Source: an optimization exercise on an open RTL-to-GDS flow (aim: small area, a short achievable clock period and few clock cycles per item). Production flows keep margins and buffers that such runs may drop.
Where RTL was checked, it was by simulation tests only, not by an equivalence proof against the original.
Function not checked in runs 2 and 3: the RTL went through the layout flow alone.
Power is estimated from default activity; no workload was simulated.

==> flow/design.v <==
module Divider(CLK, CS, WE, SN, AD, DI, DO, DONE);
    input CLK;
    input CS;
    input WE;
    input SN;
    input AD;
    input [17:0] DI;
    output DONE;
    output [17:0] DO;
    reg [17:0] R;        
    reg [17:0] D;        
    reg [17:0] Q;        
    reg [4:0]  K;        
    reg [4:0]  L;        
    reg        busy;
    reg        first;
    reg        neg_quo;
    reg        neg_rem;
    function [4:0] lzc;
        input [17:0] x;
        integer i;
        begin
            lzc = 5'd18;
            for (i = 0; i < 18; i = i + 1)
                if (x[i]) lzc = 5'd17 - i;
        end
    endfunction
    wire        wr_n = CS & WE & ~AD;
    wire        wr_d = CS & WE & AD;
    wire        neg_in = SN & DI[17];
    wire [17:0] mag_in = neg_in ? (~DI + 18'd1) : DI;
    wire        d_zero = (DI == 18'd0);
    wire        neg_q_in = neg_quo ^ neg_in;
    wire [4:0]  kk = K - L;
    wire        q_zero = first & (K < L);            
    wire        align = first & (K > L);
    wire        step = busy & ~first | first & (K == L);
    wire        pre = first & neg_quo;               
    wire [18:0] sg [0:5];
    wire [18:0] sp [0:5];
    assign sg[0] = {R & ~D, 1'b1};
    assign sp[0] = {R ^ ~D, 1'b0};
    genvar l, i;
    generate for (l = 0; l < 5; l = l + 1) begin : lv
        for (i = 0; i < 19; i = i + 1) begin : b
            if ((i >> l) & 1) begin : m
                localparam integer j = ((i >> l) << l) - 1;
                assign sg[l+1][i] = sg[l][i] | (sp[l][i] & sg[l][j]);
                assign sp[l+1][i] = sp[l][i] & sp[l][j];
            end else begin : t
                assign sg[l+1][i] = sg[l][i];
                assign sp[l+1][i] = sp[l][i];
            end
        end
    end endgenerate
    wire [17:0] diff = sp[0][18:1] ^ sg[5][17:0];
    wire        c = sg[5][18];                   
    assign DONE = ~busy | q_zero;
    wire [17:0] quo_out = Q ^ {18{neg_quo}};
    wire [17:0] rem_out = neg_rem ? (~R + 18'd1) : R;
    assign DO = AD ? rem_out : quo_out;
    always @(posedge CLK) begin
        if (wr_n)
            R <= mag_in;
        else if ((step | pre) & c)
            R <= diff;
        if (wr_d)
            D <= mag_in;
        else if (align)
            D <= D << kk;
        else
            D <= D >> 1;
        if (wr_d)
            Q <= {{17{d_zero | neg_q_in}}, d_zero ^ neg_q_in};
        else if (step)
            Q <= {Q[16:0] & ~{17{pre & c}}, c ^ pre};
        else if (align)
            Q <= 18'd0;
        L <= lzc(R);
        if (wr_d)
            K <= lzc(mag_in);
        else if (first)
            K <= kk;
        else
            K <= K - 5'd1;
        if (wr_d) begin
            busy <= ~d_zero;
            first <= ~d_zero;
        end
        else begin
            if (q_zero | step & (first | (K == 5'd0))) busy <= 1'b0;
            first <= 1'b0;
        end
        if (wr_n) begin
            neg_quo <= neg_in;
            neg_rem <= neg_in;
        end
        else if (wr_d)
            neg_quo <= neg_q_in;
    end
endmodule
==> flow/flow/run.sh <==
#!/bin/bash
# The standard layout (the standard.sh, unchanged synthesis and steps),
# with the port buffers that buffer_ports inserts made plain buf_2 cells
# instead of the delay buffers it picks by default.
set -euo pipefail
export BUFFER_PORTS_ARGS="-buffer_cell sky130_fd_sc_hd__buf_2"
bash standard.sh > standard.log 2>&1
==> flow/standard.sh <==
#!/bin/bash
# synth_recipe.tcl (not shown) runs the flow's synth.tcl, then flattens the netlist and writes it again
# the make line also repeats each setting of config.mk as NAME=value (left out here)
make -C /OpenROAD-flow-scripts/flow DESIGN_CONFIG=/design/flow/config.mk WORK_HOME=/design/flow/orfs CLKGATE_MAP_FILE= SYNTH_SCRIPT=/design/flow/synth_recipe.tcl "${@:-finish}"
==> flow/config.mk <==
export PLATFORM = sky130hd
export DESIGN_NAME = Divider
export DESIGN_NICKNAME = Divider
export VERILOG_FILES = /design/flow/design.v
export SDC_FILE = /design/flow/constraint.sdc
export NUM_CORES = 4
export LEC_CHECK = 0
export ABC_CLOCK_PERIOD_IN_PS = 3500
export CAP_MARGIN = 20
export CORE_MARGIN = 2
export CORE_UTILIZATION = 75
export PLACE_DENSITY = 0.85
export SETUP_SLACK_MARGIN = 1.5
export SLEW_MARGIN = 20
==> flow/constraint.sdc <==
create_clock -name core_clock -period 5.0 [get_ports {CLK}]
set_input_delay 1.0000 -clock core_clock [delete_from_list [all_inputs] [get_ports {CLK}]]
set_output_delay 1.0000 -clock core_clock [all_outputs]
set_load 0.01 [all_outputs]
==> flow_summary_export.csv, run 1 <==
group,metric,value,unit
route,routed_via_count,6301,
synth,synth-edff-count,41,
route,routed_wirelength,19200,um
pwr,peakVddDrop,0.320,mV
cts,path_clk_slew,0.09,ns
sta,fin_ws,1.45,ns
cts,ctsRootBufferMaster,"sky130_fd_sc_hd__clkbuf_8",
synth,synth-adder-area-share,7.85,%
cts,cts_tree,"built",
sta,slew_headroom,24.6,%
global_routing,wire_length_of_the_first_global_routing_pass,29500,um
die,die_width,95.0,um
synth,avgSynthCellArea,8.23,um2
setup_path,critical_path_class,"register to output pin",
sta,worst_slew_pin_slew,1.12,ns
cts,tritoncts.num_buffers,9,
global_routing,overflow_after_grt,0,
cts,cts_num_sinks,68,
route,detailedRoute.firstIterationViolations,776,
synth,ys_seq_elements,68,
sta,final_max_slew_viol_count,0,
cts,insertion_delay,0.38,ns
route,drt_first_pass_iters,9,
min_path,worst_hold_path_type,"register to register",
pwr,leakagePower,2.80,nW
synth,postSynth.asyncResetShare,0,%
synth,synth_xor_area_share,9.73,%
sta,setup_repair_after_global_routing_missed_its_margin,"yes",
setup_path,worst_ep_required_time,4.00,ns
setup_path,critical_path.max_fanout,6,
pwr,power_density,769,nW/um2
final_layout,area.growth.synth_to_final,7.69,%
placed_design,port_buffers,41,
final_layout,fin_nets,828,
global_routing,gr-usage-all-layers,42.9,%
route,drt-vias-per-instance,7.17,
die,die_footprint,9030,um2
route,routed_wire_length_per_instance,21.8,um
route,final_antenna_net_count,0,
cts,htree_num_levels,3,
synth,synthesis.yosys.warnings,1,
synth,synth_cell_type_count,66,
setup_path,regToRegSetupSlack,1.67,ns
die,placeableCoreArea,8130,um2
sta,fin_worst_hold_slack,0.563,ns
synth,muxShareOfSynthArea,6.36,%
sta,timing.final.hold_violations,0,
sta,final.period_utilization,71.0,%
synth,dominantRegCellSynth,"sky130_fd_sc_hd__edfxtp_1",
die,initial_utilization,76.4,%
synth,synth-compound-area-share,24.4,%
final_layout,antenna-diode-count,0,
global_routing,antenna_found_initial,0,
setup_path,cp-end-kind,"output pin",
synth,post_synth_inst_count,755,
placed_design,post-place-ws,1.33,ns
cts,clockBufferDepth,2,
synth,synth_area,6210,um2
setup_path,crit_arrival,2.55,ns
die,fp-row-count,33,
synth,synth_largest_area_cell,"sky130_fd_sc_hd__edfxtp_1",
synth,synth_top_family_by_area,"compound AO/OA/AOI/OAI gates",
synth,synth_seq_area_share,28.5,%
placed_design,place_hpwl,13500,um
status,run_status,"finished clean",
placed_design,globalplace.congestion,1.02,
synth,synth_top_cell_area_share,19.8,%
cts,ctsHoldBuffers,0,
global_routing,first_global_vias,5888,
sta,timing.final.setup_violations,0,
sta,fin_setup_tns,0,ns
setup_path,worst_setup_path_start_kind,"register",
sta,timing.fmax,282,MHz
sta,min_period,3.55,ns
synth,synth_simple_gate_area_share,17.0,%
global_routing,grt_start_max_net_pins,40,
die,die_y,95.0,um
route,detail_route.drc_violations,0,
run,maxCapViolCount,0,
synth,synth_area_leaders,"sky130_fd_sc_hd__edfxtp_1 20%, sky130_fd_sc_hd__dfxtp_1 8.7%, sky130_fd_sc_hd__ha_1 6.2%, sky130_fd_sc_hd__xor2_1 5.8%, sky130_fd_sc_hd__a21oi_1 5.7%",
die,ioPinCount,42,
final_layout,drive_gt1_share,12.5,%
synth,synth_nets,814,
sta,fin_worst_skew,0.0137,ns
critical path: stages, from the launching register on:
cell	delay, ns
sky130_fd_sc_hd__edfxtp_1	0.55
sky130_fd_sc_hd__nor4_4	0.45
sky130_fd_sc_hd__nand3_1	0.26
sky130_fd_sc_hd__o41ai_2	0.44
sky130_fd_sc_hd__xnor2_1	0.20
sky130_fd_sc_hd__a21oi_1	0.10
sky130_fd_sc_hd__buf_2	0.17
cells in the mapped netlist (12+ instances only):
library cell and instances:
sky130_fd_sc_hd__a21o_1 25, sky130_fd_sc_hd__a21oi_1 71, sky130_fd_sc_hd__clkbuf_1 39, sky130_fd_sc_hd__dfxtp_1 27, sky130_fd_sc_hd__edfxtp_1 41, sky130_fd_sc_hd__ha_1 31
sky130_fd_sc_hd__inv_1 50, sky130_fd_sc_hd__mux2i_1 26, sky130_fd_sc_hd__nand2_1 52, sky130_fd_sc_hd__nand3_1 19, sky130_fd_sc_hd__nor2_1 77, sky130_fd_sc_hd__nor3_1 17
sky130_fd_sc_hd__nor4_1 12, sky130_fd_sc_hd__o21ai_0 41, sky130_fd_sc_hd__o31ai_1 12, sky130_fd_sc_hd__xnor2_1 28, sky130_fd_sc_hd__xor2_1 41
cell families after synthesis:
logic type / after synthesis
muxes: 33
adders and majority gates: 36
DFF: 68
xor gates and xnor gates: 69
and+or+nand+nor: 221
buffers and inverters: 98
AOI/OAI and AO/OA: 230
worst paths after layout:
path,start,end,depth (start not counted)
max,R[7],DO[16],6
min,D[14],D[13],2
max reg2reg,D[1],Q[17],13
min reg2reg,D[14],D[13],2
metrics by stage:
stage                     total power, mW  util (%)  instance area (um2)  cells
after global routing                 5.47      82.3                 6690    879
after CTS                            4.91      81.4                 6620    876
final                                5.14      82.3                 6690    879
after floorplan                      3.60         -                 6230    755
after detailed placement             4.42      78.8                 6410    860
after global placement               4.24      78.8                 6410    860
report_power, final:
part           switching, mW  internal (mW)  total (mW)
registers              0.359          0.932        1.29
logic                   2.04           1.39        3.42
clock network          0.248          0.182       0.430
total                   2.64           2.50        5.14
flip-flops by register name, indices dropped and copies added, names as in the netlist:
name and cells:
neg_rem 1, K 5, neg_quo 1, L 5, D 18, first 1
R 18, Q 18, busy 1
layer usage:
metal  vias up  GRT usage, %  wire length, um
li1       2785             -                -
met3       143          13.9             2380
met4         0          27.9             1380
met5         -             0                0
met1      2888          53.0             6920
met2       485          64.2             8490
layout make-up:
class / count / area (um2)
Clock buffer: 9 / 124
Clock inverter: 7 / 52.6
Fill cell: 521 / 1440
Inverter: 50 / 188
Multi-Input combinational cell: 589 / 4140
Sequential cell: 68 / 1770
Tap cell: 105 / 131
Timing Repair Buffer: 51 / 280
placed cells by master, fill, tap and decap left out, types with 28 or more instances in the layout:
cell type / n
sky130_fd_sc_hd__o21ai_0: 40
sky130_fd_sc_hd__inv_1: 50
sky130_fd_sc_hd__xnor2_1: 28
sky130_fd_sc_hd__xor2_1: 40
sky130_fd_sc_hd__buf_2: 41
sky130_fd_sc_hd__nand2_1: 52
sky130_fd_sc_hd__edfxtp_1: 41
sky130_fd_sc_hd__nor2_1: 76
sky130_fd_sc_hd__ha_1: 30
sky130_fd_sc_hd__a21oi_1: 70
repair_timing:
action / CTS / global route
gates resized for setup: 5 / 9
pin swaps: 0 / 1
gates cloned: 0 / 0
setup endpoints to repair: 29 / 49
setup buffers: 0 / 3
Testbench counts, summed over its fixed seeds: cycles 10,057, items 2,400.
==> run 2, diff against run 1 <==
==> flow/design.v (replaced) <==
module Divider(CLK, CS, WE, SN, AD, DI, DO, DONE);
    input CLK;
    input CS;
    input WE;
    input SN;
    input AD;
    input [17:0] DI;
    output DONE;
    output [17:0] DO;
    reg [17:0] R;        
    reg [18:0] D;        
    reg [17:0] Q;        
    reg [5:0]  K;        
    reg        busy;
    reg        first;
    reg        neg_quo;
    reg        neg_rem;
    function [4:0] lzc;
        input [17:0] x;
        integer i;
        begin
            lzc = 5'd18;
            for (i = 0; i < 18; i = i + 1)
                if (x[i]) lzc = 5'd17 - i;
        end
    endfunction
    wire        wr_n = CS & WE & ~AD;
    wire        wr_d = CS & WE & AD;
    wire        neg_in = SN & DI[17];
    wire        di_zero = (DI == 18'd0);
    wire        neg_q_in = neg_quo ^ neg_in;
    wire [17:0] por;
    genvar m;
    generate for (m = 0; m < 18; m = m + 1) begin : po
        if (m == 0) begin : z
            assign por[m] = 1'b0;
        end else begin : o
            assign por[m] = |DI[m-1:0];
        end
    end endgenerate
    wire [17:0] nmag = DI ^ ({18{~neg_in}} & por);
    wire [4:0]  lz_in = lzc(~nmag);              
    wire        q_zero = first & K[5];           
    wire        align = first & ~K[5] & (K != 6'd0);
    wire        step = busy & ~first | first & (K == 6'd0);
    wire        pre = first & neg_quo;           
    wire [18:0] a = {neg_rem & R[17], R};
    wire [18:0] sg [0:5];
    wire [18:0] sp [0:5];
    assign sg[0] = a & D;
    assign sp[0] = a ^ D;
    genvar l, i;
    generate for (l = 0; l < 5; l = l + 1) begin : lv
        for (i = 0; i < 19; i = i + 1) begin : b
            if ((i >> l) & 1) begin : m
                localparam integer j = ((i >> l) << l) - 1;
                assign sg[l+1][i] = sg[l][i] | (sp[l][i] & sg[l][j]);
                assign sp[l+1][i] = sp[l][i] & sp[l][j];
            end else begin : t
                assign sg[l+1][i] = sg[l][i];
                assign sp[l+1][i] = sp[l][i];
            end
        end
    end endgenerate
    wire [17:0] cy = {sg[5][16:0] | (sp[5][16:0] & {17{neg_rem}}), neg_rem};
    wire [17:0] sum = sp[0][17:0] ^ cy;
    wire        sign0 = sp[0][18] ^ sg[5][17];   
    wire        c = sign0 ^ ~neg_rem;            
    assign DONE = ~busy | q_zero;
    assign DO = AD ? R : Q ^ {18{neg_quo}};
    wire [37:0] dsh = {D, {19{neg_rem}}} << K[4:0];
    always @(posedge CLK) begin
        if (wr_n)
            R <= DI;
        else if ((step | pre) & c)
            R <= sum;
        if (wr_d)
            D <= {1'b1, nmag} ^ {19{neg_rem}};
        else if (align)
            D <= dsh[37:19];
        else
            D <= {D[18], D[18:1]};
        if (wr_d)
            Q <= {{17{di_zero | neg_q_in}}, di_zero ^ neg_q_in};
        else if (step)
            Q <= {Q[16:0] & ~{17{pre & c}}, c ^ pre};
        else if (align)
            Q <= 18'd0;
        if (wr_n)
            K <= di_zero ? 6'd18 : {1'b0, lz_in};
        else if (wr_d)
            K <= {1'b0, lz_in} - K;
        else if (busy)
            K <= K - 6'd1;
        if (wr_d) begin
            busy <= ~di_zero;
            first <= ~di_zero;
        end
        else begin
            if (q_zero | step & (first | K[5])) busy <= 1'b0;
            first <= 1'b0;
        end
        if (wr_n) begin
            neg_quo <= neg_in;
            neg_rem <= neg_in;
        end
        else if (wr_d)
            neg_quo <= neg_q_in;
    end
endmodule
--- a/flow/config.mk
+++ b/flow/config.mk
@@ -8,7 +8,7 @@
 export ABC_CLOCK_PERIOD_IN_PS = 3500
 export CAP_MARGIN = 20
 export CORE_MARGIN = 2
-export CORE_UTILIZATION = 75
-export PLACE_DENSITY = 0.85
-export SETUP_SLACK_MARGIN = 1.5
+export CORE_UTILIZATION = 60
+export PLACE_DENSITY = 0.7
+export SETUP_SLACK_MARGIN = 1.7
 export SLEW_MARGIN = 20
==> run 2 against run 1 <==
Compared with the run above:
- clock skew grew 0.0036 ns
- wire length shrank 0.23%
- final area grew 5.6%
- non-clock buffer count grew 13
- die area grew 25%
- sequential share of layout area shrank 1.4 points
- clock-buffer cell count grew 1
- register-to-register slack lost 0.08 ns
- combinational power shrank 44%
- critical path type is now input pin to register
- largest power group unchanged
==> flow_summary_export.csv, run 2 <==
group,metric,value,unit
setup_path,crit_arrival,4.08,ns
final_layout,drive_gt1_share,18.5,%
synth,post_synth_inst_count,760,
final_layout,regMostFlops,"D",
sta,final.period_utilization,79.4,%
route,routed_wire_length_per_instance,20.9,um
sta,fin_setup_tns,0,ns
synth,ys_seq_elements,65,
final_layout,final_design_utilization,69.1,%
setup_path,worst_setup_path_start_kind,"input pin",
route,final_antenna_net_count,0,
final_layout,fin_nets,824,
setup_path,critical_path.max_fanout,5,
sta,final_max_slew_viol_count,0,
setup_path,regToRegSetupSlack,1.59,ns
die,die_width,106,um
final_layout,final_cell_mix,"98 x sky130_fd_sc_hd__nand2_1, 70 x sky130_fd_sc_hd__o21ai_0, 61 x sky130_fd_sc_hd__xnor2_1",
route,drt_first_pass_iters,8,
route,routed_wirelength,19100,um
cts,tritoncts.num_buffers,9,
die,placeableCoreArea,10200,um2
die,fp-row-count,37,
die,initial_utilization,61.5,%
synth,synth_top_cell_area_share,22.4,%
global_routing,wire_length_of_the_first_global_routing_pass,30100,um
cts,ctsRootBufferMaster,"sky130_fd_sc_hd__clkbuf_8",
global_routing,overflow_after_grt,0,
final_layout,fillers,874,
placed_design,port_buffers,41,
synth,dominantRegCellSynth,"sky130_fd_sc_hd__edfxtp_1",
pwr,peakVddDrop,0.376,mV
synth,synthesis.yosys.warnings,1,
status,run_status,"finished clean",
cts,ctsHoldBuffers,0,
run,maxCapViolCount,0,
sta,worst_slew_pin_slew,1.08,ns
cts,insertion_delay,0.37,ns
route,drt-vias-per-instance,6.62,
final_layout,largest_register_ff_count,19,
sta,timing.fmax,252,MHz
placed_design,globalplace.congestion,1.01,
global_routing,antenna_found_initial,0,
cts,cts_num_sinks,65,
synth,synth_cell_type_count,73,
synth,post_synth_most_frequent_cells,"99 x sky130_fd_sc_hd__nand2_1, 73 x sky130_fd_sc_hd__o21ai_0, 63 x sky130_fd_sc_hd__xnor2_1",
final_layout,multi_input_area,4360,um2
pwr,leakagePower,2.78,nW
synth,postSynth.asyncResetShare,0,%
sta,min_period,3.97,ns
route,routed_via_count,6053,
synth,synth_largest_area_cell,"sky130_fd_sc_hd__edfxtp_1",
placed_design,placed_cell_area,6560,um2
sta,slew_headroom,28.1,%
route,detail_route.drc_violations,0,
min_path,worst_hold_path_type,"register to register",
sta,timing.final.hold_violations,0,
synth,synth_area,6290,um2
synth,yosys.cell_count.top_type,"sky130_fd_sc_hd__nand2_1",
final_layout,seq_area,1780,um2
final_layout,largestRegisters,"D (19), Q (18), R (18)",
sta,fin_worst_skew,0.0174,ns
synth,synth_area_leaders,"sky130_fd_sc_hd__edfxtp_1 22%, sky130_fd_sc_hd__xnor2_1 8.8%, sky130_fd_sc_hd__nand2_1 5.9%, sky130_fd_sc_hd__o21ai_0 5.8%, sky130_fd_sc_hd__dfxtp_1 5.7%",
pwr,power_density,502,nW/um2
final_layout,antenna-diode-count,0,
placed_design,place_hpwl,13800,um
final_layout,mostFrequentLayoutCell,"sky130_fd_sc_hd__nand2_1",
synth,synth_seq_area_share,28.2,%
route,detailedRoute.firstIterationViolations,681,
cts,cts_tree,"built",
final_layout,area.growth.synth_to_final,12.4,%
cts,path_clk_slew,0.08,ns
global_routing,first_global_vias,5540,
synth,synth-edff-count,47,
die,die_footprint,11300,um2
global_routing,grt_start_max_net_pins,50,
global_routing,gr-usage-all-layers,34.5,%
setup_path,cp-end-kind,"register",
sta,timing.final.setup_violations,0,
setup_path,worst_ep_required_time,5.11,ns
setup_path,critical_path_class,"input pin to register",
sta,setup_repair_after_global_routing_missed_its_margin,"yes",
die,ioPinCount,42,
die,die_y,106,um
cts,clockBufferDepth,2,
cts,htree_num_levels,3,
final_layout,finish.instance_area,7070,um2
synth,synth_nets,811,
synth,avgSynthCellArea,8.28,um2
-- run 2: per-stage QoR --
stage               setup WS (ns)  power (mW)  instances  hold WS [ns]
floorplan                   0.972        2.37        760         0.491
global placement            0.550        2.79        885         0.554
detailed placement          0.507        2.83        885         0.560
CTS                         0.994        3.44        912         0.578
global route                0.812        3.77        914         0.605
finish                       1.03        3.55        914         0.577
-- run 2: area by class of cell --
cell class / instances / share of cell area [%]
well taps: 136 / 2.41
clock inverters: 6 / 1.63
clock buffers: 10 / 1.81
flip-flops and latches: 65 / 25.1
inverters: 22 / 1.20
multi-input cells: 611 / 61.7
repair buffers: 64 / 6.16
-- run 2: report_power, final --
part	leakage (nW)	internal [mW]	total (mW)	switching (mW)
Combinational	2.04	0.833	1.90	1.06
Clock	0.117	0.334	0.567	0.233
Sequential	0.615	0.845	1.08	0.237
Total	2.78	2.01	3.55	1.54
-- run 2: what timing repair did --
action | 4_1_cts | 5_1_grt
buffers inserted | 11 | 2
setup endpoints to repair | 70 | 70
pin swaps | 18 | 17
endpoints found under the hold margin | 0 | 0
gates resized for setup | 21 | 19
-- run 2: logic make-up (layout without fill, tap and decap cells) --
family          Yosys count  after routing  synth area share, %
xor+xnor                 80             80                 11.1
simple gates            219            219                 16.4
fa+ha+maj                28             28                 5.81
compound gates          255            255                 26.5
other cells               1              1               0.0596
flops                    65             65                 28.2
buf+inv                  84            102                 5.29
mux                      28             28                 6.60
-- run 2: path summary, 6_finish.rpt --
path	start	end	depth (start not counted)
setup / recovery	DI[0]	K[4]	18
hold / removal	Q[4]	Q[5]	1
setup reg to reg	K[2]	K[5]	8
hold reg to reg	Q[4]	Q[5]	1
-- run 2: per-layer routing --
metal,up-vias,global-route usage [%],wire [um]
met3,48,5.46,1840
li1,2805,-,-
met4,0,11.7,611
met2,328,53.7,8530
met1,2872,48.9,8140
met5,-,0,0
-- run 2: critical path: stages --
cell and delay [ns]:
sky130_fd_sc_hd__buf_12 0.10, sky130_fd_sc_hd__or4_4 0.59, sky130_fd_sc_hd__nor2_4 0.16, sky130_fd_sc_hd__o31ai_2 0.09, sky130_fd_sc_hd__a221o_1 0.30, sky130_fd_sc_hd__nor3_2 0.18
sky130_fd_sc_hd__o221ai_2 0.12, sky130_fd_sc_hd__a21oi_2 0.22, sky130_fd_sc_hd__ha_2 0.20, sky130_fd_sc_hd__inv_2 0.04, sky130_fd_sc_hd__fa_2 0.34, sky130_fd_sc_hd__a21oi_2 0.14
sky130_fd_sc_hd__nor2_1 0.06, sky130_fd_sc_hd__nor2_1 0.12, sky130_fd_sc_hd__xor2_1 0.15, sky130_fd_sc_hd__a21oi_1 0.08, sky130_fd_sc_hd__o31ai_1 0.09, sky130_fd_sc_hd__o21ai_1 0.09
==> run 3, diff against run 2 <==
--- a/flow/config.mk
+++ b/flow/config.mk
@@ -10,5 +10,5 @@
 export CORE_MARGIN = 2
 export CORE_UTILIZATION = 60
 export PLACE_DENSITY = 0.7
-export SETUP_SLACK_MARGIN = 1.7
+export SETUP_SLACK_MARGIN = 1.5
 export SLEW_MARGIN = 20
==> run 3 against run 2 <==
Compared with the run above:
- still clean
- clock-buffer cell count down 1
- cell count up 0.33%
- via count down 0.12%
- die area unchanged
- sequential power about the same
- global-route usage down 0.54 points
- total power down 2.5%
- critical path depth unchanged
- core utilization up 0.29 points
- synthesized cell count unchanged
- area after synthesis unchanged
- combinational power about the same
- critical endpoint unchanged
- largest cell class unchanged
==> flow_summary_export.csv, run 3 <==
group,metric,value,unit
route,detail_route.drc_violations,0,
cts,ctsHoldBuffers,0,
route,routed_wirelength,19100,um
sta,final.period_utilization,81.5,%
cts,insertion_delay,0.37,ns
setup_path,crit_arrival,4.17,ns
sta,fin_worst_hold_slack,0.568,ns
die,placeableCoreArea,10200,um2
run,maxCapViolCount,0,
synth,synth_largest_area_cell,"sky130_fd_sc_hd__edfxtp_1",
min_path,worst_hold_path_type,"register to register",
synth,synth_cell_type_count,73,
synth,synth_top_cell_area_share,22.4,%
setup_path,critical_path_class,"input pin to register",
sta,min_period,4.08,ns
setup_path,timing.rr.end,"K[5]",
pwr,leakagePower,2.80,nW
die,die_width,106,um
placed_design,post-place-ws,0.473,ns
final_layout,final_design_utilization,69.4,%
placed_design,placed_cells_incl_taps,885,
sta,timing.fmax,245,MHz
setup_path,regToRegSetupSlack,1.57,ns
route,detailedRoute.firstIterationViolations,636,
route,drt-vias-per-instance,6.59,
final_layout,final_cell_mix,"99 x sky130_fd_sc_hd__nand2_1, 72 x sky130_fd_sc_hd__o21ai_0, 59 x sky130_fd_sc_hd__xnor2_1",
global_routing,gr-usage-all-layers,34.0,%
status,run_status,"finished clean",
sta,final_max_slew_viol_count,0,
final_layout,largest_register_ff_count,19,
synth,synth_area,6290,um2
sta,fin_worst_skew,0.0141,ns
sta,worst_slew_pin_slew,1.06,ns
pwr,design_power,3.46,mW
final_layout,fin_nets,828,
global_routing,antenna_found_initial,0,
route,drt_first_pass_iters,8,
global_routing,first_global_vias,5568,
placed_design,place_hpwl,13800,um
route,met3WireLength,1730,um
route,routed.top_layer,"met4",
placed_design,globalplace.congestion,0.993,
global_routing,grt_start_max_net_pins,50,
cts,cts_num_sinks,65,
setup_path,critical-path-slowest-cell,"sky130_fd_sc_hd__or4_4",
setup_path,rr_startpoint,"K[2]",
final_layout,mostFrequentLayoutCell,"sky130_fd_sc_hd__nand2_1",
cts,clockBufferDepth,2,
die,ioPinCount,42,
sta,timing.final.setup_violations,0,
sta,setup_repair_after_global_routing_missed_its_margin,"yes",
synth,avgSynthCellArea,8.28,um2
final_layout,largestRegisters,"D (19), Q (18), R (18)",
final_layout,regMostFlops,"D",
route,routed_wire_length_per_instance,20.8,um
synth,synth_nets,811,
setup_path,cp-end-kind,"register",
setup_path,critical_path.max_fanout,7,
cts,ctsRootBufferMaster,"sky130_fd_sc_hd__clkbuf_8",
synth,dominantRegCellSynth,"sky130_fd_sc_hd__edfxtp_1",
route,met2_wirelength,8750,um
setup_path,critical-path-max-stage-delay,0.51,ns
synth,synthesis.yosys.warnings,1,
route,final_antenna_net_count,0,
final_layout,post_layout_nonfiller_instances,917,
synth,synth_seq_area_share,28.2,%
synth,ys_seq_elements,65,
synth,post_synth_most_frequent_cells,"99 x sky130_fd_sc_hd__nand2_1, 73 x sky130_fd_sc_hd__o21ai_0, 63 x sky130_fd_sc_hd__xnor2_1",
final_layout,antenna-diode-count,0,
synth,yosys.cell_count.top_type,"sky130_fd_sc_hd__nand2_1",
placed_design,port_buffers,41,
pwr,peakVddDrop,0.386,mV
cts,htree_num_levels,3,
sta,fin_ws,0.923,ns
setup_path,worst_setup_path_start_kind,"input pin",
cts,path_clk_slew,0.07,ns
global_routing,wire_length_of_the_first_global_routing_pass,29600,um
placed_design,placed_cell_area,6560,um2
cts,cts_tree,"built",
synth,postSynth.asyncResetShare,0,%
sta,slew_headroom,29.5,%
cts,tritoncts.num_buffers,9,
synth,synth-edff-count,47,
synth,post_synth_inst_count,760,
die,fp-row-count,37,
synth,synth_area_leaders,"sky130_fd_sc_hd__edfxtp_1 22%, sky130_fd_sc_hd__xnor2_1 8.8%, sky130_fd_sc_hd__nand2_1 5.9%, sky130_fd_sc_hd__o21ai_0 5.8%, sky130_fd_sc_hd__dfxtp_1 5.7%",
die,die_footprint,11300,um2
die,die_y,106,um
route,routed_via_count,6046,
sta,timing.final.hold_violations,0,
pwr,power_density,487,nW/um2
setup_path,timing.critical_path.buf_inv,2,
route,wl_met1,7990,um
setup_path,timing.reg2reg.worst_path_depth,8,
global_routing,overflow_after_grt,0,
setup_path,worst_ep_required_time,5.10,ns
setup_path,cp-endpoint,"K[4]",
final_layout,drive_gt1_share,19.6,%
setup_path,cp_cell_sequence,"buf_4, or4_4, nor4_4, o2bb2ai_1, a211oi_1, a21o_1, o221ai_2, a21oi_2, ha_2, inv_2, fa_2, a21oi_2, nor2_1, nor2_1, xor2_1, a21oi_1, o31ai_1, o21ai_1",
setup_path,worst-path-stages,18,
final_layout,finish.instance_area,7100,um2
die,initial_utilization,61.5,%
setup_path,worst_setup_path_startpoint,"DI[7]",
setup_path,critical-path-top-delay-family,"compound AO/OA/AOI/OAI gates",
sta,fin_setup_tns,0,ns
final_layout,area.growth.synth_to_final,12.8,%
[run 3: final cells by class]
type | count | area (um2)
multi-input cells | 611 | 4420
clock inverters | 6 | 60.1
repair buffers | 68 | 465
flip-flops and latches | 65 | 1770
fillers | 880 | 3130
inverters | 22 | 85.1
well taps | 136 | 170
clock buffers | 9 | 124
[run 3: cell families (layout without fill, tap and decap cells)]
kind of cell             Yosys count  after routing  synth area share, %
AO/OA/AOI/OAI                    255            255                 26.5
XOR/XNOR                          80             80                 11.1
adder cells (fa/ha/maj)           28             28                 5.81
buffers and inverters             84            105                 5.29
flip-flops                        65             65                 28.2
multiplexers                      28             28                 6.60
other                              1              1               0.0596
AND/OR/NAND/NOR                  219            219                 16.4
[run 3: metal layers]
layer  vias to the layer above  track usage (%)
li1                       2811                -
met1                      2886             47.2
met2                       303             52.8
met4                         0             13.5
met3                        46             5.70
met5                         -                0
[run 3: how the worst min path moves through the flow]
| stage | startpoint | end | slack [ns] | cells after the start |
|---|---|---|---|---|
| final | Q[0] | Q[1] | 0.57 | 1 |
| after global routing | Q[0] | Q[1] | 0.58 | 1 |
| after CTS | Q[0] | Q[1] | 0.57 | 1 |
| after detailed placement | Q[6] | Q[7] | 0.56 | 1 |
| after global placement | Q[8] | Q[9] | 0.55 | 1 |
| after floorplan | D[6] | D[5] | 0.49 | 2 |
[run 3: where the power goes]
part	switching, mW	internal, mW	leakage, nW	total [mW]
sequential	0.245	0.844	0.614	1.09
combinational	1.09	0.843	2.09	1.93
clock	0.217	0.225	0.0925	0.441
total	1.55	1.91	2.80	3.46
[run 3: repair_timing]
item,4_1_cts,5_1_grt
setup buffers,12,5
endpoints found under the setup margin,42,40
gates cloned,0,0
endpoints found under the hold margin,0,0
gates resized for setup,25,26
pin swaps,18,17
==> run 4, diff against run 3 <==
--- a/flow/design.v
+++ b/flow/design.v
@@ -10,7 +10,8 @@
     reg [17:0] R;        
     reg [18:0] D;        
     reg [17:0] Q;        
-    reg [5:0]  K;        
+    reg [4:0]  K;        
+    reg [4:0]  L;        
     reg        busy;
     reg        first;
     reg        neg_quo;
@@ -40,9 +41,10 @@
     end endgenerate
     wire [17:0] nmag = DI ^ ({18{~neg_in}} & por);
     wire [4:0]  lz_in = lzc(~nmag);              
-    wire        q_zero = first & K[5];           
-    wire        align = first & ~K[5] & (K != 6'd0);
-    wire        step = busy & ~first | first & (K == 6'd0);
+    wire [4:0]  kk = K - L;
+    wire        q_zero = first & (K < L);        
+    wire        align = first & (K > L);
+    wire        step = busy & ~first | first & (K == L);
     wire        pre = first & neg_quo;           
     wire [18:0] a = {neg_rem & R[17], R};
     wire [18:0] sg [0:5];
@@ -68,7 +70,7 @@
     wire        c = sign0 ^ ~neg_rem;            
     assign DONE = ~busy | q_zero;
     assign DO = AD ? R : Q ^ {18{neg_quo}};
-    wire [37:0] dsh = {D, {19{neg_rem}}} << K[4:0];
+    wire [37:0] dsh = {D, {19{neg_rem}}} << kk;
     always @(posedge CLK) begin
         if (wr_n)
             R <= DI;
@@ -87,17 +89,19 @@
         else if (align)
             Q <= 18'd0;
         if (wr_n)
-            K <= di_zero ? 6'd18 : {1'b0, lz_in};
-        else if (wr_d)
-            K <= {1'b0, lz_in} - K;
-        else if (busy)
-            K <= K - 6'd1;
+            L <= di_zero ? 5'd18 : lz_in;
+        if (wr_d)
+            K <= lz_in;
+        else if (first)
+            K <= kk;
+        else
+            K <= K - 5'd1;
         if (wr_d) begin
             busy <= ~di_zero;
             first <= ~di_zero;
         end
         else begin
-            if (q_zero | step & (first | K[5])) busy <= 1'b0;
+            if (q_zero | step & (first | (K == 5'd0))) busy <= 1'b0;
             first <= 1'b0;
         end
         if (wr_n) begin
--- a/flow/config.mk
+++ b/flow/config.mk
@@ -9,6 +9,9 @@
 export CAP_MARGIN = 20
 export CORE_MARGIN = 2
 export CORE_UTILIZATION = 60
+export CTS_BUF_LIST = sky130_fd_sc_hd__clkbuf_16
+export CTS_CLUSTER_DIAMETER = 150
+export CTS_CLUSTER_SIZE = 40
 export PLACE_DENSITY = 0.7
 export SETUP_SLACK_MARGIN = 1.5
 export SLEW_MARGIN = 20
==> run 4 against run 3 <==
Compared with the run above:
- total power rose by 33%
- cell count grew 1.5%
- core utilization down 2.3 points
- wire length is 1.4% higher
- largest power group unchanged
==> flow_summary_export.csv, run 4 <==
group,metric,value,unit
final_layout,antenna-diode-count,0,
pwr,power_density,666,nW/um2
synth,muxShareOfSynthArea,6.45,%
cts,path_clk_slew,0.05,ns
final_layout,area.growth.synth_to_final,8.55,%
synth,post_synth_most_frequent_cells,"99 x sky130_fd_sc_hd__nand2_1, 64 x sky130_fd_sc_hd__o21ai_0, 61 x sky130_fd_sc_hd__xnor2_1",
global_routing,wire_length_of_the_first_global_routing_pass,30000,um
cts,ctsRootBufferMaster,"sky130_fd_sc_hd__clkbuf_16",
final_layout,regMostFlops,"D",
cts,ctsHoldBuffers,0,
route,routed_wirelength,19300,um
route,detailedRoute.firstIterationViolations,672,
route,drt_first_pass_iters,6,
route,routed_wire_length_per_instance,20.8,um
cts,cts_num_sinks,69,
synth,avgSynthCellArea,8.15,um2
pwr,peakVddDrop,0.803,mV
synth,synth-adder-area-share,5.92,%
sta,final.period_utilization,67.2,%
sta,min_period,3.36,ns
synth,ys_seq_elements,69,
setup_path,cp-end-kind,"register",
synth,synth_seq_area_share,28.9,%
die,die_width,107,um
die,initial_utilization,61.8,%
final_layout,final_cell_mix,"99 x sky130_fd_sc_hd__nand2_1, 64 x sky130_fd_sc_hd__o21ai_0, 61 x sky130_fd_sc_hd__xnor2_1",
sta,timing.fmax,297,MHz
run,maxCapViolCount,0,
synth,synth_simple_gate_area_share,17.2,%
global_routing,grt_start_max_net_pins,40,
die,die_footprint,11500,um2
route,routed_via_count,6063,
die,die_y,107,um
cts,cts_tree,"built",
sta,setup_repair_after_global_routing_missed_its_margin,"no",
final_layout,largestRegisters,"D (19), Q (18), R (18)",
synth,synth_largest_area_cell,"sky130_fd_sc_hd__edfxtp_1",
placed_design,place_hpwl,14300,um
synth,synth_area,6380,um2
setup_path,worst_setup_path_start_kind,"register",
setup_path,critical_path_class,"register to register",
cts,htree_num_levels,3,
min_path,worst_hold_path_type,"register to register",
synth,synth_top_family_by_area,"compound AO/OA/AOI/OAI gates",
final_layout,drive_gt1_share,11.7,%
global_routing,antenna_found_initial,0,
die,fp-row-count,37,
setup_path,crit_arrival,3.56,ns
synth,synth-edff-count,46,
route,detail_route.drc_violations,0,
placed_design,port_buffers,41,
setup_path,timing.rr.end,"D[5]",
pwr,leakagePower,2.79,nW
setup_path,cp-endpoint,"D[5]",
synth,post_synth_inst_count,783,
synth,yosys.cell_count.top_type,"sky130_fd_sc_hd__nand2_1",
sta,worst_slew_pin_slew,1.06,ns
global_routing,overflow_after_grt,0,
synth,synth_area_leaders,"sky130_fd_sc_hd__edfxtp_1 22%, sky130_fd_sc_hd__xnor2_1 8.4%, sky130_fd_sc_hd__dfxtp_1 7.2%, sky130_fd_sc_hd__nand2_1 5.8%, sky130_fd_sc_hd__ha_1 5.3%",
setup_path,timing.reg2reg.worst_path_depth,12,
route,final_antenna_net_count,0,
route,drt-vias-per-instance,6.51,
pwr,design_power,4.61,mW
final_layout,fin_nets,842,
sta,fin_setup_tns,0,ns
final_layout,post_layout_nonfiller_instances,931,
setup_path,rr_startpoint,"K[0]",
synth,postSynth.asyncResetShare,0,%
cts,tritoncts.num_buffers,9,
setup_path,regToRegSetupSlack,1.64,ns
synth,synth_nets,835,
sta,timing.final.hold_violations,0,
die,placeableCoreArea,10300,um2
setup_path,critical_path.max_fanout,17,
sta,fin_worst_skew,0.00948,ns
placed_design,globalplace.congestion,0.956,
cts,insertion_delay,0.34,ns
sta,fin_worst_hold_slack,0.587,ns
setup_path,worst_setup_path_startpoint,"K[0]",
global_routing,gr-usage-all-layers,34.2,%
final_layout,mostFrequentLayoutCell,"sky130_fd_sc_hd__nand2_1",
sta,timing.final.setup_violations,0,
synth,synth-compound-area-share,25.8,%
synth,synth_top_cell_area_share,21.7,%
final_layout,largest_register_ff_count,19,
status,run_status,"finished clean",
synth,synthesis.yosys.warnings,1,
cts,clockBufferDepth,2,
die,ioPinCount,42,
placed_design,placed_cells_incl_taps,914,
synth,synth_xor_area_share,10.7,%
sta,slew_headroom,29.6,%
sta,final_max_slew_viol_count,0,
synth,synth_cell_type_count,64,
synth,dominantRegCellSynth,"sky130_fd_sc_hd__edfxtp_1",
setup_path,worst_ep_required_time,5.20,ns
global_routing,first_global_vias,5530,
final_layout,final_design_utilization,67.1,%
## run 4: changes by cell type after synthesis, sizes merged, moves of 7 or more
cell,previous run,this run
a211oi,21,11
o21ai,82,69
a22oi,2,10
nor2,58,50
o22ai,1,14
o211ai,19,12
a31oi,8,15
mux2i,10,22
a21oi,43,53
## run 4: metal layers
metal,global-route usage [%],routed length (um),vias to the layer above
li1,-,-,2886
met1,47.8,8310,2822
met2,51.2,8380,309
met3,7.84,1870,46
met4,13.5,759,0
met5,0,0,-
## run 4: cells by family after synthesis
| logic type | after synthesis |
|---|---|
| AOI/OAI and AO/OA | 259 |
| xor gates and xnor gates | 78 |
| adders and majority gates | 29 |
| buffers and inverters | 81 |
| DFF | 69 |
| muxes | 34 |
| and+or+nand+nor | 233 |
## run 4: worst max-delay path, cell delays in order, from the launching register on
cell and delay (ns):
sky130_fd_sc_hd__dfxtp_1 0.33, sky130_fd_sc_hd__inv_1 0.11, sky130_fd_sc_hd__ha_1 0.21, sky130_fd_sc_hd__inv_1 0.07
sky130_fd_sc_hd__fa_1 0.43, sky130_fd_sc_hd__a21o_1 0.20, sky130_fd_sc_hd__a21oi_1 0.25, sky130_fd_sc_hd__xnor2_1 0.10
sky130_fd_sc_hd__buf_4 0.21, sky130_fd_sc_hd__a21oi_1 0.74, sky130_fd_sc_hd__a21oi_1 0.26, sky130_fd_sc_hd__o211ai_1 0.22
sky130_fd_sc_hd__a22oi_1 0.10
## run 4: worst min-delay path by stage
stage / startpoint / to / slack, ns / depth (start not counted)
after floorplan: D[17] / D[16] / 0.49 / 2
after global placement: Q[0] / Q[1] / 0.55 / 1
after detailed placement: Q[2] / Q[3] / 0.57 / 1
after CTS: Q[2] / Q[3] / 0.59 / 1
after global routing: Q[3] / Q[4] / 0.61 / 1
final: Q[1] / Q[2] / 0.59 / 1
## run 4: repair_timing
item / in CTS / in global routing
hold endpoints to repair: 0 / 0
buffers inserted: 1 / 0
setup endpoints to repair: 17 / 0
resized for setup: 0 / 0
## run 4: final cells by class
type,count,area [um2]
well taps,136,170
fillers,894,3400
flip-flops and latches,69,1840
multi-input cells,633,4220
clock inverters,7,60.1
inverters,19,71.3
clock buffers,9,225
repair buffers,58,333
## run 4: per-stage QoR
step	worst slack, ns	area [um2]
2_1_floorplan	1.67	6380
3_3_place_gp	1.23	6630
3_5_place_dp	1.11	6630
4_1_cts	1.77	6920
5_1_grt	1.51	6920
6_report	1.64	6920
## run 4: power by group
part,internal (mW),switching (mW)
combinational,1.16,1.71
clock,0.379,0.240
sequential,0.887,0.229
total,2.42,2.18
Testbench counts of run 4, summed over its fixed seeds: cycles 10,107, items 2,400.
==> run 5, diff against run 4 <==
==> flow/config.mk (replaced) <==
export PLATFORM = sky130hd
export DESIGN_NAME = Divider
export DESIGN_NICKNAME = Divider
export VERILOG_FILES = /design/flow/design.v
export SDC_FILE = /design/flow/constraint.sdc
export NUM_CORES = 4
export LEC_CHECK = 0
export CAP_MARGIN = 20
export CORE_MARGIN = 2
export CORE_UTILIZATION = 60
export PLACE_DENSITY = 0.7
export SETUP_SLACK_MARGIN = 1.5
export SLEW_MARGIN = 20
==> run 5 against run 4 <==
Compared with the run above:
- wire length shrank 1.1%
- cell count stayed put
- highest routed layer unchanged
- synthesized cell count unchanged
- sequential power about the same
- first-iteration DRC count rose by 0.74%
- final area is 1.3% lower
- sequential cell count did not move
- sequential share of layout area is 0.36 points higher
- still clean
- register-to-register slack improved by 0.04 ns
- critical path depth unchanged
- clock power is 26% lower
==> flow_summary_export.csv, run 5 <==
group,metric,value,unit
final_layout,mostFrequentLayoutCell,"sky130_fd_sc_hd__nand2_1",
setup_path,regToRegSetupSlack,1.68,ns
cts,path_clk_slew,0.07,ns
setup_path,critical_path.max_fanout,17,
cts,htree_num_levels,3,
min_path,worst_hold_path.num_cells,1,
sta,worst_slew_pin_slew,1.07,ns
sta,min_period,3.32,ns
synth,postSynth.asyncResetShare,0,%
synth,post_synth_inst_count,783,
sta,timing.final.setup_violations,0,
min_path,hold_path_startpoint,"Q[1]",
die,placeableCoreArea,10300,um2
synth,avgSynthCellArea,8.15,um2
global_routing,gr-usage-all-layers,33.9,%
synth,synth_cell_type_count,64,
setup_path,timing.rr.end,"D[5]",
synth,synth_largest_area_cell,"sky130_fd_sc_hd__edfxtp_1",
setup_path,critical_path_class,"register to register",
final_layout,fin_nets,842,
setup_path,rr_startpoint,"K[0]",
placed_design,globalplace.congestion,0.956,
sta,slew_headroom,28.4,%
sta,timing.final.hold_violations,0,
setup_path,cp-end-kind,"register",
setup_path,worst_setup_path_start_kind,"register",
die,die_width,107,um
synth,dominantRegCellSynth,"sky130_fd_sc_hd__edfxtp_1",
synth,synth_area,6380,um2
cts,cts_post_setup_buffers_inserted,1,
synth,synthesis.yosys.warnings,1,
setup_path,crit_arrival,3.53,ns
pwr,leakagePower,2.74,nW
cts,cts.repair.resized,0,
final_layout,final_cell_mix,"99 x sky130_fd_sc_hd__nand2_1, 64 x sky130_fd_sc_hd__o21ai_0, 61 x sky130_fd_sc_hd__xnor2_1",
synth,synth-edff-count,46,
final_layout,drive_gt1_share,11.8,%
global_routing,antenna_found_initial,0,
die,ioPinCount,42,
synth,post_synth_most_frequent_cells,"99 x sky130_fd_sc_hd__nand2_1, 64 x sky130_fd_sc_hd__o21ai_0, 61 x sky130_fd_sc_hd__xnor2_1",
pwr,power_density,649,nW/um2
route,routed_wirelength,19100,um
synth,ys_seq_elements,69,
sta,final_max_slew_viol_count,0,
min_path,holdPathEnd,"Q[2]",
route,detailedRoute.firstIterationViolations,677,
placed_design,placed_cells_incl_taps,914,
cts,tritoncts.num_buffers,9,
sta,fin_worst_skew,0.0142,ns
cts,cts_num_sinks,69,
cts,ctsHoldBuffers,0,
final_layout,largestRegisters,"D (19), Q (18), R (18)",
global_routing,first_global_vias,5529,
sta,fin_setup_tns,0,ns
placed_design,port_buffers,41,
synth,synth_nets,835,
final_layout,regMostFlops,"D",
run,maxCapViolCount,0,
final_layout,area.growth.synth_to_final,7.12,%
sta,timing.fmax,301,MHz
pwr,peakVddDrop,0.792,mV
cts,cts_tree,"built",
status,run_status,"finished clean",
final_layout,largest_register_ff_count,19,
cts,ctsRootBufferMaster,"sky130_fd_sc_hd__clkbuf_8",
cts,insertion_delay,0.34,ns
setup_path,timing.reg2reg.worst_path_depth,12,
die,fp-row-count,37,
global_routing,wire_length_of_the_first_global_routing_pass,29800,um
route,routed_via_count,5994,
route,routed_wire_length_per_instance,20.5,um
route,drt_first_pass_iters,6,
cts,clockBufferDepth,2,
route,detail_route.drc_violations,0,
placed_design,place_hpwl,14300,um
sta,setup_repair_after_global_routing_missed_its_margin,"no",
sta,final.period_utilization,66.4,%
setup_path,worst_ep_required_time,5.21,ns
global_routing,grt_start_max_net_pins,40,
synth,synth_top_cell_area_share,21.7,%
route,final_antenna_net_count,0,
final_layout,antenna-diode-count,0,
synth,synth_area_leaders,"sky130_fd_sc_hd__edfxtp_1 22%, sky130_fd_sc_hd__xnor2_1 8.4%, sky130_fd_sc_hd__dfxtp_1 7.2%, sky130_fd_sc_hd__nand2_1 5.8%, sky130_fd_sc_hd__ha_1 5.3%",
min_path,worst_hold_path_type,"register to register",
global_routing,overflow_after_grt,0,
route,drt-vias-per-instance,6.44,
final_layout,post_layout_nonfiller_instances,931,
die,die_y,107,um
die,initial_utilization,61.8,%
synth,yosys.cell_count.top_type,"sky130_fd_sc_hd__nand2_1",
synth,synth_seq_area_share,28.9,%
die,die_footprint,11500,um2
[run 5: cell counts after synthesis]
No cell type changed its count.
[run 5: worst max-delay path by stage]
| stage | slack, ns | start | to |
|---|---|---|---|
| 6_report | 1.68 | K[0] | D[5] |
| 5_1_grt | 1.53 | K[0] | D[7] |
| 4_1_cts | 1.79 | K[0] | D[7] |
| 3_5_place_dp | 1.11 | DI[3] | Q[5] |
| 3_3_place_gp | 1.23 | DI[2] | Q[14] |
| 2_1_floorplan | 1.67 | DI[11] | Q[10] |
[run 5: cell families (layout without fill, tap and decap cells)]
family / count (synthesis) / in the layout / synth area share, %
multiplexers: 34 / 34 / 6.45
XOR/XNOR: 78 / 78 / 10.7
AO/OA/AOI/OAI: 259 / 259 / 25.8
adder cells (fa/ha/maj): 29 / 29 / 5.92
AND/OR/NAND/NOR: 233 / 233 / 17.2
buffers and inverters: 81 / 93 / 5.04
flip-flops: 69 / 69 / 28.9
[run 5: cell type report]
cell class                      count  area [um2]
Clock inverter                      4        48.8
Tap cell                          136         170
Fill cell                         912        3490
Inverter                           19        71.3
Sequential cell                    69        1840
Multi-Input combinational cell    633        4220
Timing Repair Buffer               58         333
Clock buffer                       12         145
[run 5: critical path, stage by stage, from the launching register on]
cell and delay (ns):
sky130_fd_sc_hd__dfxtp_1 0.33, sky130_fd_sc_hd__inv_1 0.11, sky130_fd_sc_hd__ha_1 0.21, sky130_fd_sc_hd__inv_1 0.06, sky130_fd_sc_hd__fa_1 0.43, sky130_fd_sc_hd__a21o_1 0.20, sky130_fd_sc_hd__a21oi_1 0.26, sky130_fd_sc_hd__xnor2_1 0.10
sky130_fd_sc_hd__buf_4 0.21, sky130_fd_sc_hd__a21oi_1 0.70, sky130_fd_sc_hd__a21oi_1 0.26, sky130_fd_sc_hd__o211ai_1 0.22, sky130_fd_sc_hd__a22oi_1 0.10
[run 5: power by group]
part / internal, mW / leakage [nW] / total [mW] / switching, mW
sequential: 0.885 / 0.635 / 1.12 / 0.234
combinational: 1.16 / 2.02 / 2.85 / 1.70
clock: 0.243 / 0.0903 / 0.461 / 0.217
[run 5: routing by layer]
metal  up-vias  wire length [um]  global-route usage [%]
li1       2888                 -                       -
met4         0               622                    12.7
met2       298              8400                    50.9
met3        37              1980                    7.05
met1      2771              8110                    47.9
met5         -                 0                       0
[run 5: per-stage QoR]
| stage | power (mW) | hold slack, ns | util [%] | area, um2 | setup slack (ns) |
|---|---|---|---|---|---|
| after floorplan | 3.18 | 0.493 | - | 6380 | 1.67 |
| after global placement | 3.85 | 0.552 | 64.2 | 6630 | 1.23 |
| after detailed placement | 3.89 | 0.573 | 64.2 | 6630 | 1.11 |
| after CTS | 4.36 | 0.590 | 66.2 | 6830 | 1.79 |
| after global routing | 4.75 | 0.620 | 66.2 | 6830 | 1.53 |
| final | 4.43 | 0.592 | 66.2 | 6830 | 1.68 |
==> run 6, diff against run 5 <==
--- a/flow/config.mk
+++ b/flow/config.mk
@@ -11,3 +11,4 @@
 export PLACE_DENSITY = 0.7
 export SETUP_SLACK_MARGIN = 1.5
 export SLEW_MARGIN = 20
+export TNS_END_PERCENT = 0
==> run 6 against run 5 <==
Compared with the run above:
- non-clock buffer count stayed put
- via count is the same
- global-route usage unchanged
- combinational power about the same
- final area unchanged
- clock-buffer cell count did not move
- clock power barely moved
- sequential share of layout area unchanged
- clock skew is the same
- setup slack unchanged
- critical path depth unchanged
==> flow_summary_export.csv, run 6 <==
group,metric,value,unit
cts,insertion_delay,0.34,ns
sta,fin_worst_skew,0.0142,ns
setup_path,worst_ep_required_time,5.21,ns
final_layout,seq_area,1840,um2
synth,synth_area,6380,um2
final_layout,fin_nets,842,
synth,synthesis.yosys.warnings,1,
final_layout,mostFrequentLayoutCell,"sky130_fd_sc_hd__nand2_1",
die,ioPinCount,42,
final_layout,antenna-diode-count,0,
run,maxCapViolCount,0,
die,die_width,107,um
synth,avgSynthCellArea,8.15,um2
placed_design,place_hpwl,14300,um
final_layout,final_design_utilization,66.2,%
setup_path,critical-path-max-stage-delay,0.70,ns
sta,min_period,3.32,ns
die,placeableCoreArea,10300,um2
synth,synth_area_leaders,"sky130_fd_sc_hd__edfxtp_1 22%, sky130_fd_sc_hd__xnor2_1 8.4%, sky130_fd_sc_hd__dfxtp_1 7.2%, sky130_fd_sc_hd__nand2_1 5.8%, sky130_fd_sc_hd__ha_1 5.3%",
global_routing,gr-usage-all-layers,33.9,%
final_layout,largestRegisters,"D (19), Q (18), R (18)",
setup_path,critical_path_class,"register to register",
synth,post_synth_most_frequent_cells,"99 x sky130_fd_sc_hd__nand2_1, 64 x sky130_fd_sc_hd__o21ai_0, 61 x sky130_fd_sc_hd__xnor2_1",
sta,timing.final.hold_violations,0,
route,drt-vias-per-instance,6.44,
synth,ys_seq_elements,69,
placed_design,placed_cell_area,6630,um2
synth,synth_largest_area_cell,"sky130_fd_sc_hd__edfxtp_1",
final_layout,regMostFlops,"D",
placed_design,globalplace.congestion,0.956,
route,final_antenna_net_count,0,
setup_path,cp-end-kind,"register",
route,routed_wire_length_per_instance,20.5,um
sta,timing.fmax,301,MHz
cts,cts_num_sinks,69,
global_routing,wire_length_of_the_first_global_routing_pass,29800,um
cts,cts_tree,"built",
final_layout,finish.instance_area,6830,um2
die,die_footprint,11500,um2
final_layout,largest_register_ff_count,19,
synth,synth_cell_type_count,64,
global_routing,overflow_after_grt,0,
die,fp-row-count,37,
cts,clockBufferDepth,2,
synth,post_synth_inst_count,783,
setup_path,crit_arrival,3.53,ns
sta,final_max_slew_viol_count,0,
cts,cts.repair.resized,0,
cts,ctsRootBufferMaster,"sky130_fd_sc_hd__clkbuf_8",
synth,postSynth.asyncResetShare,0,%
cts,path_clk_slew,0.07,ns
sta,fin_setup_tns,0,ns
synth,synth_seq_area_share,28.9,%
sta,worst_slew_pin_slew,1.07,ns
final_layout,fillers,912,
die,die_y,107,um
pwr,power_density,649,nW/um2
setup_path,critical-path-slowest-cell,"sky130_fd_sc_hd__a21oi_1",
global_routing,grt_start_max_net_pins,40,
setup_path,cp_cell_sequence,"inv_1, ha_1, inv_1, fa_1, a21o_1, a21oi_1, xnor2_1, buf_4, a21oi_1, a21oi_1, o211ai_1, a22oi_1",
pwr,design_power,4.43,mW
cts,cts_post_setup_buffers_inserted,1,
min_path,worst_hold_path_type,"register to register",
synth,synth-edff-count,46,
sta,timing.final.setup_violations,0,
pwr,peakVddDrop,0.792,mV
synth,synth_top_cell_area_share,21.7,%
cts,tritoncts.num_buffers,9,
status,run_status,"finished clean",
route,drt_first_pass_iters,6,
synth,synth_nets,835,
die,initial_utilization,61.8,%
synth,yosys.cell_count.top_type,"sky130_fd_sc_hd__nand2_1",
sta,slew_headroom,28.4,%
setup_path,critical_path.most_common_cell,"sky130_fd_sc_hd__a21oi_1",
route,detail_route.drc_violations,0,
placed_design,port_buffers,41,
route,routed_wirelength,19100,um
setup_path,worst_setup_path_start_kind,"register",
synth,dominantRegCellSynth,"sky130_fd_sc_hd__edfxtp_1",
cts,htree_num_levels,3,
cts,ctsHoldBuffers,0,
sta,setup_repair_after_global_routing_missed_its_margin,"no",
final_layout,area.growth.synth_to_final,7.12,%
final_layout,final_cell_mix,"99 x sky130_fd_sc_hd__nand2_1, 64 x sky130_fd_sc_hd__o21ai_0, 61 x sky130_fd_sc_hd__xnor2_1",
final_layout,multi_input_area,4220,um2
sta,final.period_utilization,66.4,%
global_routing,antenna_found_initial,0,
setup_path,critical_path.max_fanout,17,
global_routing,first_global_vias,5529,
pwr,leakagePower,2.74,nW
route,detailedRoute.firstIterationViolations,677,
final_layout,drive_gt1_share,11.8,%
route,routed_via_count,5994,
run 6: path summary, 6_finish.rpt:
check | startpoint | to | slack [ns] | depth (start not counted)
hold / removal | Q[1] | Q[2] | 0.59 | 1
setup / recovery | K[0] | D[5] | 1.68 | 12
hold reg to reg | Q[1] | Q[2] | 0.59 | 1
setup reg to reg | K[0] | D[5] | 1.68 | 12
run 6: metrics by stage:
step	setup WS, ns	std cells	hold WS [ns]
final	1.68	931	0.592
after global routing	1.53	931	0.620
after CTS	1.79	931	0.590
after detailed placement	1.11	914	0.573
after global placement	1.23	914	0.552
after floorplan	1.67	783	0.493
run 6: cell families after synthesis:
kind of cell | share of synthesized area (%)
multiplexers | 6.45
AND/OR/NAND/NOR | 17.2
adder cells (fa/ha/maj) | 5.92
flip-flops | 28.9
XOR/XNOR | 10.7
buffers and inverters | 5.04
AO/OA/AOI/OAI | 25.8
run 6: routing by layer:
metal / global-route usage, % / wire [um] / up-vias
li1: - / - / 2888
met1: 47.9 / 8110 / 2771
met2: 50.9 / 8400 / 298
met3: 7.05 / 1980 / 37
met4: 12.7 / 622 / 0
met5: 0 / 0 / -
run 6: cell type report:
type	instances	share of cell area, %
multi-input cells	633	61.8
well taps	136	2.49
clock inverters	4	0.714
repair buffers	58	4.87
clock buffers	12	2.12
flip-flops and latches	69	27.0
inverters	19	1.04
run 6: critical path: cells and delay by family (launching register included):
family                   cells  cell delay (ns)
buffers and inverters        3             0.38
XOR/XNOR                     1             0.10
adder cells (fa/ha/maj)      2             0.64
flip-flops                   1             0.33
AO/OA/AOI/OAI                6             1.74
run 6: where the power goes:
part / internal (mW) / switching (mW)
clock network: 0.243 / 0.217
logic: 1.16 / 1.70
registers: 0.885 / 0.234
==> run 7, diff against run 6 <==
--- a/flow/config.mk
+++ b/flow/config.mk
@@ -5,10 +5,10 @@
 export SDC_FILE = /design/flow/constraint.sdc
 export NUM_CORES = 4
 export LEC_CHECK = 0
+export ABC_CLOCK_PERIOD_IN_PS = 3500
 export CAP_MARGIN = 20
 export CORE_MARGIN = 2
 export CORE_UTILIZATION = 60
 export PLACE_DENSITY = 0.7
 export SETUP_SLACK_MARGIN = 1.5
 export SLEW_MARGIN = 20
-export TNS_END_PERCENT = 0
==> run 7 against run 6 <==
Compared with the run above:
- still clean on timing, DRC and antenna
- cell count did not move
- maximum frequency did not move
- sequential power about the same
- largest cell class unchanged
==> flow_summary_export.csv, run 7 <==
group,metric,value,unit
status,run_status,"finished clean",
final_layout,area.growth.synth_to_final,7.12,%
final_layout,antenna-diode-count,0,
route,detail_route.drc_violations,0,
die,die_y,107,um
pwr,design_power,4.43,mW
sta,fin_worst_skew,0.0142,ns
die,die_width,107,um
synth,dominantRegCellSynth,"sky130_fd_sc_hd__edfxtp_1",
sta,fin_ws,1.68,ns
setup_path,critical_path_class,"register to register",
sta,final_max_slew_viol_count,0,
sta,timing.final.hold_violations,0,
sta,slew_headroom,28.4,%
synth,post_synth_most_frequent_cells,"99 x sky130_fd_sc_hd__nand2_1, 64 x sky130_fd_sc_hd__o21ai_0, 61 x sky130_fd_sc_hd__xnor2_1",
cts,cts_num_sinks,69,
route,routed_wirelength,19100,um
route,final_antenna_net_count,0,
final_layout,final_cell_mix,"99 x sky130_fd_sc_hd__nand2_1, 64 x sky130_fd_sc_hd__o21ai_0, 61 x sky130_fd_sc_hd__xnor2_1",
setup_path,critical-path-max-stage-delay,0.70,ns
setup_path,critical-path-slowest-cell,"sky130_fd_sc_hd__a21oi_1",
setup_path,rr_startpoint,"K[0]",
synth,synth_largest_area_cell,"sky130_fd_sc_hd__edfxtp_1",
synth,post_synth_inst_count,783,
cts,cts_tree,"built",
pwr,power_density,649,nW/um2
min_path,hold_path_startpoint,"Q[1]",
sta,final.period_utilization,66.4,%
die,initial_utilization,61.8,%
synth,synth_seq_area_share,28.9,%
setup_path,critical_path.max_fanout,17,
global_routing,wire_length_of_the_first_global_routing_pass,29800,um
final_layout,regMostFlops,"D",
placed_design,place_hpwl,14300,um
global_routing,first_global_vias,5529,
route,routed_wire_length_per_instance,20.5,um
setup_path,worst_ep_required_time,5.21,ns
cts,path_clk_slew,0.07,ns
synth,synth-edff-count,46,
final_layout,largest_register_ff_count,19,
route,routed_via_count,5994,
route,drt-vias-per-instance,6.44,
placed_design,globalplace.congestion,0.956,
cts,clockBufferDepth,2,
min_path,worst_hold_path_type,"register to register",
final_layout,mostFrequentLayoutCell,"sky130_fd_sc_hd__nand2_1",
sta,setup_repair_after_global_routing_missed_its_margin,"no",
global_routing,antenna_found_initial,0,
setup_path,worst_setup_path_startpoint,"K[0]",
die,ioPinCount,42,
pwr,peakVddDrop,0.792,mV
setup_path,cp-end-kind,"register",
setup_path,crit_arrival,3.53,ns
cts,tritoncts.num_buffers,9,
synth,synth_nets,835,
cts,ctsHoldBuffers,0,
global_routing,grt_start_max_net_pins,40,
die,fp-row-count,37,
cts,ctsRootBufferMaster,"sky130_fd_sc_hd__clkbuf_8",
run,maxCapViolCount,0,
sta,fin_worst_hold_slack,0.592,ns
placed_design,placed_cells_incl_taps,914,
cts,insertion_delay,0.34,ns
placed_design,post-place-ws,1.11,ns
final_layout,fin_nets,842,
final_layout,drive_gt1_share,11.8,%
setup_path,cp_cell_sequence,"inv_1, ha_1, inv_1, fa_1, a21o_1, a21oi_1, xnor2_1, buf_4, a21oi_1, a21oi_1, o211ai_1, a22oi_1",
sta,worst_slew_pin_slew,1.07,ns
synth,synth_top_cell_area_share,21.7,%
cts,cts_post_setup_buffers_inserted,1,
sta,min_period,3.32,ns
synth,postSynth.asyncResetShare,0,%
pwr,leakagePower,2.74,nW
die,die_footprint,11500,um2
global_routing,overflow_after_grt,0,
synth,synthesis.yosys.warnings,1,
placed_design,port_buffers,41,
global_routing,gr-usage-all-layers,33.9,%
setup_path,worst_setup_path_start_kind,"register",
synth,synth_cell_type_count,64,
synth,avgSynthCellArea,8.15,um2
synth,ys_seq_elements,69,
synth,synth_area,6380,um2
final_layout,largestRegisters,"D (19), Q (18), R (18)",
synth,synth_area_leaders,"sky130_fd_sc_hd__edfxtp_1 22%, sky130_fd_sc_hd__xnor2_1 8.4%, sky130_fd_sc_hd__dfxtp_1 7.2%, sky130_fd_sc_hd__nand2_1 5.8%, sky130_fd_sc_hd__ha_1 5.3%",
final_layout,post_layout_nonfiller_instances,931,
cts,htree_num_levels,3,
sta,timing.fmax,301,MHz
sta,fin_setup_tns,0,ns
setup_path,critical_path.most_common_cell,"sky130_fd_sc_hd__a21oi_1",
route,drt_first_pass_iters,6,
sta,timing.final.setup_violations,0,
cts,cts.repair.resized,0,
die,placeableCoreArea,10300,um2
synth,yosys.cell_count.top_type,"sky130_fd_sc_hd__nand2_1",
route,detailedRoute.firstIterationViolations,677,
## run 7: critical path: cells and delay by family, from the launching register on
family / cells / cell delay [ns]
compound gates: 6 / 1.74
fa+ha+maj: 2 / 0.64
buf+inv: 3 / 0.38
flops: 1 / 0.33
xor+xnor: 1 / 0.10
## run 7: power by group
group | switching [mW] | internal, mW
logic | 1.70 | 1.16
clock network | 0.217 | 0.243
registers | 0.234 | 0.885
total | 2.15 | 2.29
## run 7: per-layer routing
metal	global-route usage [%]	wire length, um	up-vias
li1	-	-	2888
met1	47.9	8110	2771
met2	50.9	8400	298
met3	7.05	1980	37
met4	12.7	622	0
met5	0	0	-
## run 7: worst paths after layout
kind / endpoint / slack, ns / cells after the start
worst max-delay path: D[5] / 1.68 / 12
worst min-delay path: Q[2] / 0.59 / 1
worst max register to register: D[5] / 1.68 / 12
worst min register to register: Q[2] / 0.59 / 1
## run 7: stage by stage
step | instance area (um2) | util (%)
after detailed placement | 6630 | 64.2
after CTS | 6830 | 66.2
final | 6830 | 66.2
after global placement | 6630 | 64.2
after global routing | 6830 | 66.2
after floorplan | 6380 | -
## run 7: cell type report
type / instances / area [um2]
sequential: 69 / 1840
inverter: 19 / 71.3
clock inverter: 4 / 48.8
fill: 912 / 3490
tap: 136 / 170
multi-input combinational: 633 / 4220
timing repair buffer: 58 / 333
clock buffer: 12 / 145
## run 7: logic make-up after synthesis
logic type,after synthesis,share of synthesized area (%)
AOI/OAI and AO/OA,259,25.8
xor gates and xnor gates,78,10.7
adders and majority gates,29,5.92
buffers and inverters,81,5.04
DFF,69,28.9
muxes,34,6.45
and+or+nand+nor,233,17.2

[re-timing with driven ports]
How much do the figures lean on ideal ports? The routed layouts below were timed once more, with nothing changed but the port constraints. Step 1, drivers: a clkbuf_16 drives CLK and a buf_2 each remaining input, both assumed. Step 2 times the ports against the registers' clock, not the clock port: input delays grow and output delays shrink by t, the midpoint of the rising clock arrivals with the driver on. Slacks: ideal ports / drivers / drivers and shift; pairs: ideal ports / drivers.
run	t, ns	slack for setup (ns)	clock arrival spread, ns
run 1	0.401	1.449 / 1.417 / 1.246	0.014 / 0.014
run 2	0.395	1.032 / 1.020 / 0.626	0.017 / 0.017
run 3	0.401	0.923 / 0.932 / 0.531	0.014 / 0.014
run 4	0.372	1.638 / 1.638 / 1.348	0.010 / 0.010
run 5	0.372	1.682 / 1.682 / 1.358	0.014 / 0.015
run 6	0.372	1.682 / 1.682 / 1.358	0.014 / 0.015
run 7	0.372	1.682 / 1.682 / 1.358	0.014 / 0.015
After both steps every run listed still meets setup and hold. For run 2, which loses most, drivers alone change the setup slack by -0.012 ns; drivers and shift together by -0.406 ns.
